From an optimization exercise on the open Yosys and OpenROAD flow, aimed at small area, a short achievable clock period and few clock cycles per item; shortcuts taken in it are not production practice. In this exercise RTL edits were held to simulation tests only and were not proved equivalent to the original. Power figures rest on the tool's default switching activity, not on a simulated workload.

Design fir_wrapper, start of the top module:
module fir_wrapper (
    input           wb_clk_i,
    input           wb_rst_i,
    input           wbs_stb_i,
    input           wbs_cyc_i,
    input           wbs_we_i,
    input   [3:0]   wbs_sel_i,
    input  [31:0]   wbs_dat_i,
    input  [31:0]   wbs_adr_i,
    output          wbs_ack_o,
    output [31:0]   wbs_dat_o
);
Settings: LEC_CHECK=0, CAP_MARGIN=20, CORE_MARGIN=2, CORE_UTILIZATION=60, CTS_CLUSTER_SIZE=30, SLEW_MARGIN=20, SYNTH_HIERARCHICAL=1, SYNTH_MINIMUM_KEEP_SIZE=0, SETUP_SLACK_MARGIN=6.5; clock period 10.0 ns.
standard.sh (not shown) runs the stock make flow with config.mk's settings and CLKGATE_MAP_FILE= SYNTH_SCRIPT=/design/flow/synth_recipe.tcl, a recipe that flattens the netlist after the stock synthesis.
==> flow/flow/run.sh <==
#!/bin/bash
set -e
cp standard.sh standard.sh.log
cp config.mk config.mk.orig.log
echo "export SETUP_SLACK_MARGIN = 6.5" >> config.mk
bash standard.sh > standard.log 2>&1
The baseline finished clean.
Testbench counts at the start, summed over its fixed seeds: cycles 5,120, items 1,280.
Change:
--- a/flow/design.v
+++ b/flow/design.v
@@ -38,55 +38,55 @@
   assign kt[2] = (wbs_adr_i[5:2] >= 4'd6) & (wbs_adr_i[5:2] <= 4'd8);
   assign kt[3] = (wbs_adr_i[5:2] >= 4'd9);
   wire h_ok  = (kt[0] & p3) | (kt[1] & p0) | (kt[2] & p1) | (kt[3] & (ph == 2'd2));
   wire a_go  = (a_x & p3) | ((a_y | a_ctl) & p1) | a_st | (a_h & h_ok);
   always @(posedge wb_clk_i or posedge wb_rst_i) begin
     if (wb_rst_i) begin
       ack_r <= 1'b0; init_r <= 1'b1; act <= 1'b0;
       ph <= 2'd0; icnt <= 4'd0;
     end else begin
       ph <= ph + 2'd1;
       ack_r <= req & ~ack_r & ~init_r & a_go;
       if (p3) begin
-        act  <= init_r | take;
+        act  <= init_r | (req & ~ack_r & a_x);
         if (init_r) icnt <= icnt + 4'd1;
         if (icnt == 4'd12) init_r <= 1'b0;
       end
     end
   end
   reg [3:0] mask_r;
   always @(posedge wb_clk_i) begin
     mask_r[0] <= wbs_adr_i[7];
     mask_r[1] <= wbs_adr_i[2];
     mask_r[2] <= wbs_adr_i[7] & wbs_adr_i[2];
     mask_r[3] <= wbs_adr_i[7] | wbs_adr_i[2];
   end
   wire [2:0] kj;    
   assign kj[0] = (wbs_adr_i[5:2] == 4'd0) | (wbs_adr_i[5:2] == 4'd3) | (wbs_adr_i[5:2] == 4'd6) | (wbs_adr_i[5:2] == 4'd9);
   assign kj[1] = (wbs_adr_i[5:2] == 4'd1) | (wbs_adr_i[5:2] == 4'd4) | (wbs_adr_i[5:2] == 4'd7) | (wbs_adr_i[5:2] == 4'd10);
   assign kj[2] = (wbs_adr_i[5:2] == 4'd2) | (wbs_adr_i[5:2] == 4'd5) | (wbs_adr_i[5:2] == 4'd8);
   reg [2:0] hw;
   always @(posedge wb_clk_i)
     hw <= {3{req & ~ack_r & ~init_r & a_h & h_ok}} & kj;
-  wire take = p3 & req & a_x;
+  wire take = p3 & ~init_r & req & ~ack_r & a_x;
   wire hold = ~p3;
   wire [32:0] xe = {wbs_dat_i, 1'b0};
   reg [15:0] bone, btwo, bneg;
   integer d;
   always @(posedge wb_clk_i)
     if (!hold)
       for (d = 0; d < 16; d = d + 1) begin
         bone[d] <= take & (xe[2*d+1] ^ xe[2*d]);
         btwo[d] <= take & ((xe[2*d+2] & ~xe[2*d+1] & ~xe[2*d]) | (~xe[2*d+2] & xe[2*d+1] & xe[2*d]));
-        bneg[d] <= xe[2*d+2];    
+        bneg[d] <= take & xe[2*d+2];
       end
   reg [31:0] H0_0, S0_0;
   reg [31:0] H0_1, S0_1;
   reg [31:0] H0_2, S0_2;
   reg [31:0] H0_3, S0_3;
   reg [31:0] H1_0, S1_0;
   reg [31:0] H1_1, S1_1;
   reg [31:0] H1_2, S1_2;
   reg [31:0] H1_3, S1_3;
   reg [31:0] H2_0, S2_0;
   reg [31:0] H2_1, S2_1;
   reg [31:0] H2_2, S2_2;
The changed run ran to the end with no violations.
Final area rose slightly.
Worst setup slack loses 0.029 ns.
Combinational power falls by well over a third.
Synthesized cell count is higher slightly.
Sequential power went down by a little under a tenth.
Area after synthesis goes up slightly.
Die area increases slightly.
Utilization grows by 0.36 points.
Total power came out lower by a quarter to a third.
Wire length is higher by a few percent.
Count of clock-buffer cells in the layout fell by 20.
Cell count rose slightly.
Global-route usage climbs by 0.24 points.
Testbench counts after the change, summed over its fixed seeds: cycles 5,120, items 1,280.

what the ideal ports hide:
The results above use ideal ports. As a check the final layouts listed here were re-extracted and re-timed, cells and wires unchanged.
Step 1 assumes that a clkbuf_16 drives the clock port and a buf_2 every other input.
Step 2 also shifts input and output timing later by t, the mid clock arrival at the registers, as if the neighbouring blocks saw the same clock.
Three values: no drivers, after step 1, after step 2; two values: the first two.
| run | shift t [ns] | slack for setup (ns) | worst setup path at the end |
|---|---|---|---|
| the first run | 0.774 | 6.493 / 6.456 / 5.921 | input to register |
| the second run | 0.790 | 6.465 / 6.439 / 5.831 | input to register |
After both steps setup and hold are still met in every run listed. For the second run, which loses most, drivers alone change the setup slack by -0.026 ns; drivers and shift together by -0.634 ns.
